This design comes from an exercise in tuning for small area, a short achievable clock period and few clock cycles per item on the open sky130 flow, not from production work. Only simulation tests tie the RTL to the original design; equivalence was not proved. Power and IR drop assume default switching activity.

==> flow/design.v (excerpt) <==
module sig_16_hw #(parameter K=16,DWIDTH=32,EXPONENT_WIDTH=8, BIAS=8'd127)(input [DWIDTH-1:0] x_in,input clk,start,rst,output reg valid, output [DWIDTH-1:0] y_out);
wire [3:0] idxo;
wire       sp;
reg  [3:0] idx_q;
reg        sp_q, s_q;
always @(posedge clk)
begin
	idx_q <= idxo;
	sp_q  <= sp;
	s_q   <= x_in[31];
	if (rst)
		valid <= 1'b0;
	else
		valid <= start;
end
wire pa_n38, pa_n39, pa_n40, pa_n41, pa_n42, pa_n43, pa_n44, pa_n45, pa_n46, pa_n47, pa_n48, pa_n49, pa_n50, pa_n51, pa_n52, pa_n53, pa_n54, pa_n55, pa_n56, pa_n57, pa_n58, pa_n59, pa_n60, pa_n61, pa_n62, pa_n63, pa_n64, pa_n65, pa_n66, pa_n67, pa_n68, pa_n69, pa_n70, pa_n71, pa_n72, pa_n73, pa_n74, pa_n75, pa_n76, pa_n77, pa_n78, pa_n79, pa_n80, pa_n81, pa_n82, pa_n83, pa_n84, pa_n85, pa_n86, pa_n87, pa_n88, pa_n89, pa_n90, pa_n91, pa_n92, pa_n93, pa_n94, pa_n95, pa_n96, pa_n97, pa_n98, pa_n99, pa_n100, pa_n101, pa_n102, pa_n103, pa_n104, pa_n105, pa_n106, pa_n107, pa_n108, pa_n109, pa_n110, pa_n111, pa_n112, pa_n113, pa_n114, pa_n115, pa_n116, pa_n117, pa_n118, pa_n119, pa_n120, pa_n121, pa_n122, pa_n123, pa_n124, pa_n125, pa_n126, pa_n127, pa_n128, pa_n129, pa_n130, pa_n131, pa_n132, pa_n133, pa_n134, pa_n135, pa_n136, pa_n137, pa_n138, pa_n139, pa_n140, pa_n142, pa_n143, pa_n144, pa_n145, pa_n146, pa_n147, pa_n148, pa_n149, pa_n150, pa_n152, pa_n154, pa_n156, pa_n157;
assign pa_n38 = ~x_in[21]& ~x_in[22];
assign pa_n39 = ~x_in[18]& ~x_in[19];
assign pa_n40 = x_in[20]& ~pa_n39;
assign pa_n41 = pa_n38 & ~pa_n40;
assign pa_n42 = x_in[23]& ~pa_n41;
assign pa_n43 = x_in[21]& x_in[22];
assign pa_n44 = ~pa_n41 & ~pa_n43;
assign pa_n45 = x_in[24]& ~pa_n44;
assign pa_n46 = ~pa_n42 & ~pa_n45;
assign pa_n47 = ~x_in[19]& pa_n38;
assign pa_n48 = ~x_in[16]& ~x_in[17];
assign pa_n49 = pa_n47 & pa_n48;
assign pa_n50 = pa_n42 & ~pa_n49;
assign pa_n51 = x_in[16]& x_in[17];
assign pa_n52 = ~x_in[18]& ~pa_n51;
assign pa_n53 = x_in[21]& ~x_in[22];
  ...
For scale: roughly 7 flip-flops, ~68 I/O pins.
==> flow/config.mk <==
export PLATFORM = sky130hd
export DESIGN_NAME = sig_16_hw
export DESIGN_NICKNAME = sig_16_hw
export VERILOG_FILES = /design/flow/design.v
export SDC_FILE = /design/flow/constraint.sdc
export NUM_CORES = 4
export LEC_CHECK = 0
export ABC_AREA = 1
export CAP_MARGIN = 20
export CORE_MARGIN = 2
export CORE_UTILIZATION = 40
export CTS_BUF_LIST = sky130_fd_sc_hd__clkbuf_4
export CTS_CLUSTER_DIAMETER = 200
export CTS_CLUSTER_SIZE = 20
export PLACE_DENSITY = 0.75
export SLEW_MARGIN = 20
==> flow/constraint.sdc <==
create_clock -name core_clock -period 10.0 [get_ports {clk}]
set_input_delay 2.0000 -clock core_clock [delete_from_list [all_inputs] [get_ports {clk}]]
set_output_delay 2.0000 -clock core_clock [all_outputs]
set_load 0.01 [all_outputs]
standard.sh (not shown) runs the stock make flow with config.mk's settings and CLKGATE_MAP_FILE= SYNTH_SCRIPT=/design/flow/synth_recipe.tcl, a recipe that flattens the netlist after the stock synthesis.
==> flow/flow/run.sh <==
#!/bin/bash
# The standard layout, with the smallest buffer on the ports instead of
# the delay buffer buffer_ports would pick by itself, and timing repair
# aiming at a shorter period than the clock's.
set -euo pipefail
export BUFFER_PORTS_ARGS="-buffer_cell sky130_fd_sc_hd__buf_1"
export SETUP_SLACK_MARGIN=6.2
bash standard.sh > standard.log 2>&1
Testbench counts at the start, summed over its fixed seeds: cycles 6,392, items 3,200.
Then changed:
--- a/flow/flow/run.sh
+++ b/flow/flow/run.sh
@@ -6,3 +6,3 @@
 export BUFFER_PORTS_ARGS="-buffer_cell sky130_fd_sc_hd__buf_1"
-export SETUP_SLACK_MARGIN=6.2
+export SETUP_SLACK_MARGIN=6.4
 bash standard.sh > standard.log 2>&1
--- a/flow/config.mk
+++ b/flow/config.mk
@@ -14,3 +14,3 @@
 export CTS_CLUSTER_SIZE = 20
-export PLACE_DENSITY = 0.75
+export PLACE_DENSITY = 0.6
 export SLEW_MARGIN = 20
The new run finished clean.
Worst setup slack improved by 190 ps.
Area after synthesis does not change.
Global-route usage fell by 1.2 points.
Wire length went up by 3.6%.
Worst hold slack gets worse by 22 ps.
Power came out higher by 7.4%.
Non-clock buffer count goes up by 8.
Count of clock-buffer cells in the layout stays the same.
Clock power is about the same.

-- what the ideal ports hide --
In the flow no input, the clock included, has a driving cell. The finished layouts below were timed again as built, in two steps.
Step 1 sets driving cells, clkbuf_16 on the clock port and buf_2 on the other inputs (assumed; they add their load-dependent delay and slew).
Step 2 also shifts input and output timing later by t, the mid clock arrival at the registers, as if the neighbouring blocks saw the same clock.
Slacks: no drivers / after step 1 / after step 2; pairs: no drivers / after step 1.
| run | t, ns | setup WS [ns] | worst setup path at the end |
|---|---|---|---|
| the first run | 0.259 | 6.170 / 6.155 / 6.414 | register to output |
| the second run | 0.257 | 6.364 / 6.348 / 6.604 | register to output |
After both steps every run listed still meets setup and hold.
